Source: an optimization exercise on an open RTL-to-GDS flow (aim: small area). Production flows keep margins and buffers that such runs may drop. In this exercise RTL edits were held to simulation tests only and were not proved equivalent to the original.

==> flow/design.v (excerpt) <==
module Posit_mult_N32_ES6_PIPE6(clk, in1, in2, start, out, inf, zero, done);
For scale: roughly 2,700 cells after synthesis, about 100 I/O pins, roughly 26,000 um2 of cells after synthesis.
==> flow/config.mk <==
export PLATFORM = sky130hd
export DESIGN_NAME = Posit_mult_N32_ES6_PIPE6
export DESIGN_NICKNAME = Posit_mult_N32_ES6_PIPE6
export VERILOG_FILES = /design/flow/design.v
export SDC_FILE = /design/flow/constraint.sdc
export NUM_CORES = 4
export LEC_CHECK = 0
export CAP_MARGIN = 20
export CORE_MARGIN = 2
export CORE_UTILIZATION = 40
export GPL_TIMING_DRIVEN = 0
export SLEW_MARGIN = 20
export SYNTH_HIERARCHICAL = 1
export SYNTH_MINIMUM_KEEP_SIZE = 0
==> flow/constraint.sdc <==
create_clock -name core_clock -period 9.0 [get_ports {clk}]
set_input_delay 1.8000 -clock core_clock [delete_from_list [all_inputs] [get_ports {clk}]]
set_output_delay 1.8000 -clock core_clock [all_outputs]
set_load 0.01 [all_outputs]
standard.sh (not shown) runs the stock make flow with config.mk's settings and CLKGATE_MAP_FILE= SYNTH_SCRIPT=/design/flow/synth_recipe.tcl, a recipe that flattens the netlist after the stock synthesis.
==> flow/flow/run.sh <==
#!/bin/bash
set -euo pipefail
export BUFFER_PORTS_ARGS="-buffer_cell sky130_fd_sc_hd__buf_1"
export REMOVE_ABC_BUFFERS=1
bash standard.sh > standard.log 2>&1
The baseline ran to the end with no violations.
Change:
==> flow/flow/run.sh (replaced) <==
#!/bin/bash
# The standard layout (the standard.sh: ORFS synthesis through finish),
# with the port buffers that global placement inserts made from the smallest
# buffer cell instead of the resizer's default choice.
set -euo pipefail
export BUFFER_PORTS_ARGS="-buffer_cell sky130_fd_sc_hd__buf_1"
bash standard.sh > standard.log 2>&1
- CTS_BUF_LIST: default -> sky130_fd_sc_hd__clkbuf_8
- GPL_TIMING_DRIVEN: 0 -> default
Result:
- routed wire length goes down by 0.72%
- synthesized area stays the same

* * *

Posit_mult_N32_ES6_PIPE6 again, from the RTL that the note above started with.
Design Posit_mult_N32_ES6_PIPE6, start of the top module:
module Posit_mult_N32_ES6_PIPE6(clk, in1, in2, start, out, inf, zero, done);
clock: 9.0 ns
lec_check: 0
cap_margin: 0
core_margin: 2
core_utilization: 40
cts_buf_list: sky130_fd_sc_hd__clkbuf_8
slew_margin: 0
synth_hierarchical: 1
synth_minimum_keep_size: 0
run.sh (not shown) runs the stock make flow with config.mk's settings and CLKGATE_MAP_FILE= SYNTH_SCRIPT=/design/flow/synth_recipe.tcl, a recipe that flattens the netlist after the stock synthesis.
Stock flow here: none of the scripts above is used.
Then changed:
==> flow/flow/run.sh (new file) <==
#!/bin/bash
set -euo pipefail
export BUFFER_PORTS_ARGS="-buffer_cell sky130_fd_sc_hd__buf_1"
export REMOVE_ABC_BUFFERS=1
bash standard.sh > standard.log 2>&1
==> flow/standard.sh (new file) <==
#!/bin/bash
# synth_recipe.tcl (not shown) runs the flow's synth.tcl, then flattens the netlist and writes it again
# the make line also repeats each setting of config.mk as NAME=value (left out here)
make -C /OpenROAD-flow-scripts/flow DESIGN_CONFIG=/design/flow/config.mk WORK_HOME=/design/flow/orfs CLKGATE_MAP_FILE= SYNTH_SCRIPT=/design/flow/synth_recipe.tcl "${@:-finish}"
Settings changed: CAP_MARGIN 0 to 20, GPL_TIMING_DRIVEN set to 0, SLEW_MARGIN 0 to 20.
removed: flow/run.sh
Non-clock buffer count falls by 76.
Critical path depth is lower by 2.
Worst setup slack gets worse by 0.10 ns.
Via count climbs by 0.34%.
Then changed:
==> flow/run.sh (new file) <==
#!/bin/bash
# synth_recipe.tcl (not shown) runs the flow's synth.tcl, then flattens the netlist and writes it again
# the make line also repeats each setting of config.mk as NAME=value (left out here)
make -C /OpenROAD-flow-scripts/flow DESIGN_CONFIG=/design/flow/config.mk WORK_HOME=/design/flow/orfs CLKGATE_MAP_FILE= SYNTH_SCRIPT=/design/flow/synth_recipe.tcl finish
Settings changed: GPL_TIMING_DRIVEN 0 to unset.
removed: flow/flow/run.sh
removed: flow/standard.sh
Result: The new run passed the timing, DRC and antenna checks. Clock skew barely changes. Global-route usage barely changes. Via count falls slightly. Worst setup slack gets better by 0.10 ns.

* * *

## oak
Posit_mult_N32_ES6_PIPE6, a different RTL version from the one above (not shown whole).
Size: about 2800 cells after synthesis, roughly 110 flip-flops, ~100 I/O pins.
export LEC_CHECK = 0
export CAP_MARGIN = 20
export CORE_MARGIN = 2
export CORE_UTILIZATION = 45
export SLEW_MARGIN = 20
export SYNTH_HIERARCHICAL = 1
export SYNTH_MINIMUM_KEEP_SIZE = 0
create_clock -name core_clock -period 9.0 [get_ports {clk}]
standard.sh (not shown) runs the stock make flow with config.mk's settings and CLKGATE_MAP_FILE= SYNTH_SCRIPT=/design/flow/synth_recipe.tcl, a recipe that flattens the netlist after the stock synthesis.
==> flow/flow/run.sh <==
#!/bin/bash
# The standard layout (the standard.sh: ORFS synthesis through finish)
# with two changes to how the layout is made:
#  - the port buffers that global placement inserts use the smallest buffer
#    cell instead of the resizer's default choice;
#  - after the standard synthesis, the layout steps may not use the larger
#    buffer cells, so repair_design buffers high-fanout nets with buf_1/buf_2.
set -euo pipefail
export BUFFER_PORTS_ARGS="-buffer_cell sky130_fd_sc_hd__buf_1"
bash standard.sh synth > standard_synth.log 2>&1
export DONT_USE_CELLS="sky130_fd_sc_hd__buf_4 sky130_fd_sc_hd__buf_6 sky130_fd_sc_hd__buf_8 sky130_fd_sc_hd__buf_12 sky130_fd_sc_hd__buf_16"
bash standard.sh > standard.log 2>&1
#### Input delta (pine over oak)
==> flow/flow/run.sh <==
#!/bin/bash
# The standard layout (the standard.sh: ORFS synthesis through finish),
# with the port buffers that global placement inserts made from the smallest
# buffer cell instead of the resizer's default choice.
set -euo pipefail
export BUFFER_PORTS_ARGS="-buffer_cell sky130_fd_sc_hd__buf_1"
bash standard.sh > standard.log 2>&1
diff --git a/flow/config.mk b/flow/config.mk
--- a/flow/config.mk
+++ b/flow/config.mk
@@ -8,0 +9,2 @@
+export CELL_PAD_IN_SITES_DETAIL_PLACEMENT = 1
+export CELL_PAD_IN_SITES_GLOBAL_PLACEMENT = 1
@@ -10 +12 @@
-export CORE_UTILIZATION = 45
+export CORE_UTILIZATION = 40
### Flow results
Looking at setup slack after placement across both flows, pine is the weaker of the two, with oak ahead.
Design area: pine vs oak up about 1%
The maximum frequency in pine was higher than what oak gave.
oak → pine: overall track demand over capacity in global routing held steady.
Input changes introduced in birch (baseline for comparison: pine):
diff --git a/flow/config.mk b/flow/config.mk
--- a/flow/config.mk
+++ b/flow/config.mk
@@ -9,2 +8,0 @@
-export CELL_PAD_IN_SITES_DETAIL_PLACEMENT = 1
-export CELL_PAD_IN_SITES_GLOBAL_PLACEMENT = 1
@@ -12 +10 @@
-export CORE_UTILIZATION = 40
+export CORE_UTILIZATION = 45
[summary]
- Comparing birch and pine, the lower wire length was measured on birch.
- birch completed end to end with timing, DRC and antenna clean.
- Compared with pine, die outline width in birch decreased by a few percent.
- Cell with the largest stage delay on the worst path = sky130_fd_sc_hd__nor4_1: pine; cell with the largest stage delay on the worst path = sky130_fd_sc_hd__or2_2: birch

==> what the ideal ports hide <==
The results above use ideal ports. As a check the final layouts listed here were re-extracted and re-timed, cells and wires unchanged. Step 1 sets driving cells, clkbuf_16 on the clock port and buf_2 on the other inputs (assumed; they add their load-dependent delay and slew). Step 2 times the ports against the registers' clock, not the clock port: input delays grow and output delays shrink by t, the midpoint of the rising clock arrivals with the driver on. a / b / c = no drivers / after step 1 / after step 2; a / b = the first two.
run	shift t [ns]	setup slack, ns	worst setup path after step 2	clock arrival spread, ns	slew at the worst register clock pin (ns)
the first run of note 1	0.418	0.503 / 0.503 / 0.188	input to register	0.014 / 0.015	0.08 / 0.08
the second run of note 1	0.438	0.879 / 0.902 / 0.465	input to register	0.032 / 0.031	0.13 / 0.13
the first run of note 2	0.442	0.572 / 0.595 / 0.153	input to register	0.029 / 0.029	0.11 / 0.11
the second run of note 2	0.452	0.468 / 0.487 / 0.035	input to register	0.025 / 0.025	0.12 / 0.12
the third run of note 2	0.442	0.572 / 0.595 / 0.153	input to register	0.029 / 0.029	0.11 / 0.11
oak	0.432	0.646 / 0.646 / 0.646	register to register	0.014 / 0.014	0.08 / 0.08
pine	0.452	1.010 / 1.035 / 0.589	input to register	0.025 / 0.025	0.10 / 0.10
birch	0.432	0.646 / 0.646 / 0.646	register to register	0.014 / 0.014	0.08 / 0.08
After both steps setup and hold are still met in every run listed. The setup slack of the second run of note 2, which loses most, moves by +0.019 ns with the drivers and by -0.433 ns with both steps.
